Source: an optimization exercise on an open RTL-to-GDS flow (aim: small area, a short achievable clock period and few clock cycles per item). Production flows keep margins and buffers that such runs may drop. In this exercise RTL edits were held to simulation tests only and were not proved equivalent to the original.

===== flow/run.sh =====
#!/bin/bash
# synth_recipe.tcl (not shown) runs the flow's synth.tcl, then flattens the netlist and writes it again
# the make line also repeats each setting of config.mk as NAME=value (left out here)
make -C /OpenROAD-flow-scripts/flow DESIGN_CONFIG=/design/flow/config.mk WORK_HOME=/design/flow/orfs CLKGATE_MAP_FILE= SYNTH_SCRIPT=/design/flow/synth_recipe.tcl finish

===== flow/config.mk =====
export PLATFORM = sky130hd
export DESIGN_NAME = JAM
export DESIGN_NICKNAME = JAM
export VERILOG_FILES = /design/flow/design.v
export SDC_FILE = /design/flow/constraint.sdc
export NUM_CORES = 4
export LEC_CHECK = 0
export CAP_MARGIN = 20
export CORE_MARGIN = 2
export CORE_UTILIZATION = 40
export SLEW_MARGIN = 20

===== flow/constraint.sdc =====
create_clock -name core_clock -period 10.0 [get_ports {CLK}]
set_input_delay 2.0000 -clock core_clock [delete_from_list [all_inputs] [get_ports {CLK}]]
set_output_delay 2.0000 -clock core_clock [all_outputs]
set_load 0.01 [all_outputs]

===== flow/design.v =====
module JAM (
input              CLK,
input              RST,
output logic [2:0] W,
output logic [2:0] J,
input        [6:0] Cost,
output logic [3:0] MatchCount,
output logic [8:0] MinCost,
output logic       Valid
);
logic [3:0] count_read;   
logic [2:0] arr [7:0];     
logic [9:0] roundCost;    
logic [2:0] P1;
logic [2:0] P2;
logic [2:0] P1_reg;
logic [2:0] P2_reg;
logic [2:0] beforeSort [7:0];
logic [2:0] afterSort [7:0];
logic [2:0] sortMin;
logic [9:0] roundCost_add_Cost;
logic LoopFinish;
assign roundCost_add_Cost = roundCost + Cost;
assign LoopFinish = (arr[0] == 3'd7) &&
                    (arr[1] == 3'd6) &&
                    (arr[2] == 3'd5) &&
                    (arr[3] == 3'd4) &&
                    (arr[4] == 3'd3) &&
                    (arr[5] == 3'd2) &&
                    (arr[6] == 3'd1) &&
                    (arr[7] == 3'd0) ;
genvar idx;
generate
    for(idx=0;idx<8;idx=idx+1)begin:instanceSomething
        setNumber setNumber(
            .selfIdx   (idx[2:0]),
            .self_value(arr[idx]),
            .P1_i      (P1),
            .P1_value  (arr[P1]),
            .number_o  (beforeSort[idx])
        );
    end
endgenerate
sort8 sort8(
  .in1 (beforeSort[0]),
  .in2 (beforeSort[1]),
  .in3 (beforeSort[2]),
  .in4 (beforeSort[3]),
  .in5 (beforeSort[4]),
  .in6 (beforeSort[5]),
  .in7 (beforeSort[6]),
  .in8 (beforeSort[7]),
  .out1( afterSort[0]),
  .out2( afterSort[1]),
  .out3( afterSort[2]),
  .out4( afterSort[3]),
  .out5( afterSort[4]),
  .out6( afterSort[5]),
  .out7( afterSort[6]),
  .out8( afterSort[7])
);
assign sortMin = afterSort[0];
typedef enum logic [2:0] {
    RESET, SWITCH, LIST, READ, FINISH
} fsm;
fsm state;
always_ff @(posedge CLK or posedge RST) begin
    if (RST) begin
        arr[0] <= 3'd0;
        arr[1] <= 3'd1;
        arr[2] <= 3'd2;
        arr[3] <= 3'd3;
        arr[4] <= 3'd4;
        arr[5] <= 3'd5;
        arr[6] <= 3'd6;
        arr[7] <= 3'd7;
    end
    else if (state == SWITCH) begin
        arr[P1] <= arr[P2];
        arr[P2] <= arr[P1];
    end
    else if (state == LIST) begin
        case (P1_reg)
            'd0: begin
                arr[1] <= arr[7];
                arr[7] <= arr[1];
                arr[2] <= arr[6];
                arr[6] <= arr[2];
                arr[3] <= arr[5];
                arr[5] <= arr[3];
            end
            'd1: begin
                arr[2] <= arr[7];
                arr[7] <= arr[2];
                arr[3] <= arr[6];
                arr[6] <= arr[3];
                arr[4] <= arr[5];
                arr[5] <= arr[4];
            end
            'd2: begin
                arr[3] <= arr[7];
                arr[7] <= arr[3];
                arr[4] <= arr[6];
                arr[6] <= arr[4];
            end
            'd3: begin
                arr[4] <= arr[7];
                arr[7] <= arr[4];
                arr[5] <= arr[6];
                arr[6] <= arr[5];
            end
            'd4: begin
                arr[5] <= arr[7];
                arr[7] <= arr[5];
            end
            'd5: begin
                arr[6] <= arr[7];
                arr[7] <= arr[6];
            end
        endcase
    end
    else begin
        arr[0] <= arr[0];
        arr[1] <= arr[1];
        arr[2] <= arr[2];
        arr[3] <= arr[3];
        arr[4] <= arr[4];
        arr[5] <= arr[5];
        arr[6] <= arr[6];
        arr[7] <= arr[7];
    end
end
always_comb begin
    if (arr[7] > arr[6])      P1 = 3'd6;
    else if (arr[6] > arr[5]) P1 = 3'd5;
    else if (arr[5] > arr[4]) P1 = 3'd4;
    else if (arr[4] > arr[3]) P1 = 3'd3;
    else if (arr[3] > arr[2]) P1 = 3'd2;
    else if (arr[2] > arr[1]) P1 = 3'd1;
    else if (arr[1] > arr[0]) P1 = 3'd0;
    else                      P1 = 3'd0;
end
always_comb begin
    if      (arr[7] == sortMin) P2 = 3'd7;
    else if (arr[6] == sortMin) P2 = 3'd6;
    else if (arr[5] == sortMin) P2 = 3'd5;
    else if (arr[4] == sortMin) P2 = 3'd4;
    else if (arr[3] == sortMin) P2 = 3'd3;
    else if (arr[2] == sortMin) P2 = 3'd2;
    else if (arr[1] == sortMin) P2 = 3'd1;
    else                        P2 = 3'd0;
end
always_ff @(posedge CLK or posedge RST) begin
    if (RST)
        state <= RESET;
    else begin
        case (state)
            RESET:
                state <= READ;
            SWITCH:
                state <= LIST;
            LIST:
                state <= READ;
            READ:
                if(count_read == 4'd8 || (roundCost_add_Cost > MinCost && count_read > 4'd1) )begin
                    if(LoopFinish)state <= FINISH;
                    else          state <= SWITCH;
                end
                else state <= READ;
            FINISH:
                state <= RESET;
            default:
                state <= RESET;
        endcase
    end
end
always_ff @(posedge CLK or posedge RST) begin
    if (RST)
        count_read <= 4'd0;
    else if (state == SWITCH)
        count_read <= 4'd0;
    else if (state == READ)
        count_read <= count_read + 4'd1;
    else
        count_read <= count_read;
end
always_ff @(posedge CLK or posedge RST) begin
    if (RST)P1_reg <= 3'd0;
    else if(state == SWITCH)P1_reg <= P1;
end
always_ff @(posedge CLK or posedge RST) begin
    if (RST)P2_reg <= 3'd0;
    else if(state == SWITCH)P2_reg <= P2;
end
always_comb begin
    if (state == READ) begin
        W = count_read;
        J = (count_read == 4'd8)?(3'd0):(arr[count_read]);
    end
    else begin
        W = 3'd0;
        J = 3'd0;
    end
end
always_ff @(posedge CLK or posedge RST) begin
    if (RST)
        roundCost <= 10'd0;
    else if (count_read == 4'd1 && state == READ)
        roundCost <= Cost;
    else if (state == READ)
        roundCost <= roundCost_add_Cost;
    else
        roundCost <= roundCost;
end
always_ff @(posedge CLK or posedge RST) begin
    if (RST)MinCost <= 9'd511;
    else if(state == RESET)MinCost <= 9'd511;
    else if (count_read == 4'd8 && state == READ && roundCost_add_Cost < MinCost)MinCost <= roundCost_add_Cost; 
end
always_ff @(posedge CLK or posedge RST) begin
    if (RST)MatchCount <= 4'd0;
    else if(state == RESET)MatchCount <= 4'd0;
    else if (count_read == 4'd8 && state == READ)begin
        if(roundCost_add_Cost < MinCost)MatchCount <= 4'd1;
        else if(roundCost_add_Cost == MinCost)MatchCount <= MatchCount + 4'd1;
    end 
end
assign Valid = (state == FINISH);
endmodule
module setNumber(
    input  [2:0] selfIdx,
    input  [2:0] self_value,
    input  [2:0] P1_i,
    input  [2:0] P1_value,
    output logic [2:0] number_o
);
always_comb begin
    if(selfIdx <= P1_i)number_o = 3'd7;
    else begin
        if(self_value > P1_value)number_o = self_value;
        else                     number_o = 3'd7;
    end
end
endmodule
module sort2(
  input         [2:0] in1 ,
  input         [2:0] in2 ,
  output logic  [2:0] out1,
  output logic  [2:0] out2
);
always_comb begin
    if(in1 < in2)begin
        out1 = in1;
        out2 = in2;
    end
    else begin
        out1 = in2;
        out2 = in1;
    end
end
endmodule
module sort4(
  input         [2:0] in1 ,
  input         [2:0] in2 ,
  input         [2:0] in3 ,
  input         [2:0] in4 ,
  output logic  [2:0] out1,
  output logic  [2:0] out2,
  output logic  [2:0] out3,
  output logic  [2:0] out4
);
logic  [2:0] stage1_1;
logic  [2:0] stage1_2;
logic  [2:0] stage1_3;
logic  [2:0] stage1_4;
sort2 S1_1(
    .in1 (in1),
    .in2 (in2),
    .out1(stage1_1),
    .out2(stage1_2)
);
sort2 S1_2(
    .in1 (in3),
    .in2 (in4),
    .out1(stage1_3),
    .out2(stage1_4)
);
logic  [2:0] stage2_1;
logic  [2:0] stage2_2;
logic  [2:0] stage2_3;
logic  [2:0] stage2_4;
sort2 S2_1(
    .in1 (stage1_1),
    .in2 (stage1_3),
    .out1(stage2_1),
    .out2(stage2_2)
);
sort2 S2_2(
    .in1 (stage1_2),
    .in2 (stage1_4),
    .out1(stage2_3),
    .out2(stage2_4)
);
logic  [2:0] stage3_1;
logic  [2:0] stage3_2;
sort2 S3_1(
    .in1 (stage2_2),
    .in2 (stage2_3),
    .out1(stage3_1),
    .out2(stage3_2)
);
assign out1 = stage2_1;
assign out2 = stage3_1;
assign out3 = stage3_2;
assign out4 = stage2_4;
endmodule
module sort8(
  input         [2:0] in1 ,
  input         [2:0] in2 ,
  input         [2:0] in3 ,
  input         [2:0] in4 ,
  input         [2:0] in5 ,
  input         [2:0] in6 ,
  input         [2:0] in7 ,
  input         [2:0] in8 ,
  output logic  [2:0] out1,
  output logic  [2:0] out2,
  output logic  [2:0] out3,
  output logic  [2:0] out4,
  output logic  [2:0] out5,
  output logic  [2:0] out6,
  output logic  [2:0] out7,
  output logic  [2:0] out8
);
logic  [2:0] stage1_1;
logic  [2:0] stage1_2;
logic  [2:0] stage1_3;
logic  [2:0] stage1_4;
logic  [2:0] stage1_5;
logic  [2:0] stage1_6;
logic  [2:0] stage1_7;
logic  [2:0] stage1_8;
sort2 S1_1(
    .in1 (in1),
    .in2 (in2),
    .out1(stage1_1),
    .out2(stage1_2)
);
sort2 S1_2(
    .in1 (in3),
    .in2 (in4),
    .out1(stage1_3),
    .out2(stage1_4)
);
sort2 S1_3(
    .in1 (in5),
    .in2 (in6),
    .out1(stage1_5),
    .out2(stage1_6)
);
sort2 S1_4(
    .in1 (in7),
    .in2 (in8),
    .out1(stage1_7),
    .out2(stage1_8)
);
logic  [2:0] stage2_1;
logic  [2:0] stage2_2;
logic  [2:0] stage2_3;
logic  [2:0] stage2_4;
logic  [2:0] stage2_5;
logic  [2:0] stage2_6;
logic  [2:0] stage2_7;
logic  [2:0] stage2_8;
sort4 S2_1(
    .in1 (stage1_1),
    .in2 (stage1_3),
    .in3 (stage1_5),
    .in4 (stage1_7),
    .out1(stage2_1),
    .out2(stage2_2),
    .out3(stage2_3),
    .out4(stage2_4)
);
sort4 S2_2(
    .in1 (stage1_2),
    .in2 (stage1_4),
    .in3 (stage1_6),
    .in4 (stage1_8),
    .out1(stage2_5),
    .out2(stage2_6),
    .out3(stage2_7),
    .out4(stage2_8)
);
logic  [2:0] stage3_1;
logic  [2:0] stage3_2;
logic  [2:0] stage3_3;
logic  [2:0] stage3_4;
logic  [2:0] stage3_5;
logic  [2:0] stage3_6;
sort2 S3_1(
    .in1 (stage2_2),
    .in2 (stage2_5),
    .out1(stage3_1),
    .out2(stage3_2)
);
sort2 S3_2(
    .in1 (stage2_3),
    .in2 (stage2_6),
    .out1(stage3_3),
    .out2(stage3_4)
);
sort2 S3_3(
    .in1 (stage2_4),
    .in2 (stage2_7),
    .out1(stage3_5),
    .out2(stage3_6)
);
logic  [2:0] stage4_1;
logic  [2:0] stage4_2;
logic  [2:0] stage4_3;
logic  [2:0] stage4_4;
sort4 S4_1(
    .in1 (stage2_2),
    .in2 (stage2_3),
    .in3 (stage2_4),
    .in4 (stage2_5),
    .out1(stage4_1),
    .out2(stage4_2),
    .out3(stage4_3),
    .out4(stage4_4)
);
assign out1 = stage2_1;
assign out2 = stage3_1;
assign out3 = stage4_1;
assign out4 = stage4_2;
assign out5 = stage4_3;
assign out6 = stage4_4;
assign out7 = stage3_6;
assign out8 = stage2_8;
endmodule

==> impl_metrics.ini <==
[outcome]
outcome = finished clean

[cells_and_area]
nFillCells = 1778
largestRegisters = arr: 24 flops, roundCost: 10 flops, MinCost: 9 flops
largest_register = arr
fin_util_pct = 50.3
drive_above_1_share_pct = 21.1
nets = 1189
area_growth_pct = 24.1
largest_reg_flops = 24

[floorplan]
die_area_sq_um = 20000
start_util_pct = 40.6
core.rowCount = 50
ioPinCount = 29
core_area_sq_um = 18600
fp.dieW_um = 141
dieHeight_um = 141

[setup_path]
slowest_delay_ns = 0.59
worstSetupPathType = reg -> reg
required_ns = 10.16
path_common_cell = ha_1
path_max_fanout = 7
crit_path_end_kind = flip-flop
critPathArrivalTime_ns = 9.98
worst-path-buf-inv = 5
start_kind = flip-flop
cp_slowest_cell = dfstp_2
cp_top_family = compound AO/OA/AOI/OAI gates

[route]
wl_um = 29000
drc = 0
drtIter0Drc = 1002
wl_per_cell_um = 21.8
ant_nets = 0
vias_per_cell = 6.33
vias = 8455
first_pass_iters = 9

[clock_network]
cts_tree = done
cts_hold_buf = 0
cts_buffers = 9
root_buffer = clkbuf_16
cts_buffer_depth = 2
cts.sinks = 57
path_clk_slew_ns = 0.06
h-tree-depth = 3
clkLatencyLatePin_ns = 0.34

[global_route]
grt_start_max_net_pins = 58
grt-ovfl-total = 0
grt_pass1_wl_um = 44000
grt_antenna_before_repair = 1
grtUsageTotal_pct = 28.4
grt_pass1_vias = 7861

[logic_synthesis]
ys_seq_area_share_pct = 19.3
synth_edf_count = 0
synthesis.area_sq_um = 7540
synth.area.top_cells = ha_1 14%, dfrtp_1 12%, dfstp_2 7.3%
syn_area_per_cell_sq_um = 7.58
synth_top_area_cell = ha_1
synth_ff_type = dfrtp_1
syn-instance-count = 994
ys_types = 101
yosysWarnings = 7
async_flop_share_pct = 100
synth-seq-cells = 57
synth_top_area_share_pct = 13.9

[timing]
worstMarginPinSlew_ns = 0.983
setup_tns_ns = 0
hold_viol_final = 0
fin_crit_ns = 9.82
setup_viol = 0
slew_violations = 0
skew_ns = 0.00959
slew_headroom_pct = 34.5
max_freq_mhz = 102
finalCritPeriodShare_pct = 98.2

[placement]
dp_hpwl_um = 21500
place_congestion = 1.03
port_buffers = 28

[min_path]
hold_class = reg -> reg

[run]
max_cap_viol_count = 0
-- stage by stage --
| stage | hold slack, ns | cells | worst slack (ns) | instance area [sq um] |
|---|---|---|---|---|
| final | 0.497 | 1335 | 0.183 | 9350 |
| after global routing | 0.521 | 1334 | -0.113 | 9350 |
| after CTS | 0.501 | 1318 | 0.0379 | 8970 |
| after detailed placement | 0.489 | 1302 | -0.0819 | 8640 |
| after global placement | 0.474 | 1302 | 0.140 | 8640 |
| after floorplan | 0.454 | 996 | 0.318 | 7540 |
-- worst register-to-register path: cells and delay by family (launching register included) --
family,cells,cell delay [ns]
mux,1,0.29
fa+ha+maj,5,1.37
flops,1,0.59
simple gates,12,2.50
compound gates,20,4.27
buf+inv,5,0.66
-- layout by cell type (no fill, tap or decap), types with 5 or more instances in the layout --
cell type / instances
nor2_2: 6
buf_4: 111
nand4_1: 8
nand3_1: 26
clkdlybuf4s50_1: 28
o211ai_1: 12
and2_1: 9
mux2_2: 7
mux2i_1: 21
o32ai_1: 6
clkbuf_16: 9
or2_2: 9
o2111ai_1: 5
o221ai_1: 6
a221oi_1: 6
a21o_1: 7
a21oi_1: 52
nand2_1: 83
o31ai_1: 9
ha_1: 84
nor2_1: 82
o21ai_2: 5
dfstp_2: 21
a211oi_1: 11
nor4_1: 9
inv_1: 66
dfrtp_1: 35
o21ai_1: 8
a31oi_1: 14
nor2b_1: 12
xnor2_1: 16
nand2b_1: 12
or3_1: 14
nor3_1: 20
o21bai_1: 9
and3_1: 9
o22ai_1: 15
o21a_1: 5
o21ai_0: 90
-- what timing repair did --
action                                  in CTS  in global routing
endpoints found under the setup margin      20                 24
pin swaps                                    0                 14
gates cloned                                 0                  1
gates resized for setup                      3                 51
setup buffers                                0                 15
hold endpoints to repair                     0                  0
-- synth_stat cells (8+ instances only) --
cell       n
or2_2      9
and3_1     9
nor2_1    86
inv_1     68
o21ai_0   95
nand4_1    8
clkbuf_1  45
a211oi_1  14
o31ai_1    9
dfrtp_1   36
xnor2_1   16
dfstp_2   21
mux2i_1   22
nand2_1   83
and2_1     9
o21bai_1   9
o22ai_1   16
ha_1      84
or3_1     15
a21oi_1   54
a221oi_1   8
nand3_1   26
nand2b_1  14
nor3_1    22
nor4_1    10
o211ai_1  12
a31oi_1   15
nor2b_1   12
mux2_2     8
-- layout make-up --
| class | instances | area [sq um] | area share, % |
|---|---|---|---|
| Clock inverter | 5 | 78.8 | 0.843 |
| Multi-Input combinational cell | 815 | 5880 | 62.9 |
| Antenna cell | 1 | 2.50 | 0.0268 |
| Timing Repair Buffer | 140 | 1120 | 12.0 |
| Clock buffer | 11 | 243 | 2.60 |
| Tap cell | 234 | 293 | 3.13 |
| Sequential cell | 57 | 1450 | 15.5 |
| Inverter | 72 | 270 | 2.89 |
-- worst paths after layout --
check / start / end / slack, ns / cells after the start
max reg2reg: arr[6][1] / arr[6][0] / 0.18 / 43
min in group asynchronous: RST / MatchCount[3] / 2.21 / 3
max in group asynchronous: RST / arr[4][1] / 7.22 / 3
max: arr[6][1] / arr[6][0] / 0.18 / 43
min reg2reg: roundCost[3] / roundCost[3] / 0.50 / 2
min: roundCost[3] / roundCost[3] / 0.50 / 2
-- routing by layer --
metal  routed length [um]  vias to the layer above  GRT usage [%]
met1                12700                     4047           39.8
met5                    0                        -              0
li1                     -                     3919              -
met3                 2930                       82           7.15
met4                 1010                        0           11.2
met2                12400                      407           42.0
-- cells by family (layout without fill, tap and decap cells) --
| kind of cell | count (synthesis) | in the layout | share of synthesized area [%] |
|---|---|---|---|
| XOR/XNOR | 20 | 20 | 2.32 |
| adder cells (fa/ha/maj) | 85 | 85 | 14.2 |
| multiplexers | 31 | 32 | 4.30 |
| flip-flops | 57 | 57 | 19.3 |
| buffers and inverters | 125 | 228 | 6.41 |
| AO/OA/AOI/OAI | 339 | 339 | 30.5 |
| AND/OR/NAND/NOR | 336 | 336 | 22.9 |
| other | 1 | 4 | 0.0498 |
Testbench counts, summed over its fixed seeds: cycles 9,385,536, jobs 24.

separate check: timing with driven ports:
The results above use ideal ports. As a check the final layout listed here was re-extracted and re-timed, cells and wires unchanged.
Step 1 (the two cells are an assumption about what drives the block):
set clk [get_ports {CLK}]
set_driving_cell -lib_cell sky130_fd_sc_hd__clkbuf_16 $clk
set_driving_cell -lib_cell sky130_fd_sc_hd__buf_2 [delete_from_list [all_inputs] $clk]
Step 2 moves the port delays by t, midway between the first and last clock arrival at a register: inputs arrive t later, outputs are due t later. That takes back most of the time a late clock gives input paths.
Three values: no drivers, after step 1, after step 2; two values: the first two.
t, ns: 0.382
slack for setup (ns): 0.183 / 0.183 / 0.183
hold WS [ns]: 0.497 / 0.497 / 0.497
worst slew at a driven data input, ns: 0.03
After both steps this run still meets setup and hold. The setup slack of this run moves by 0.000 ns with the drivers and by 0.000 ns with both steps.
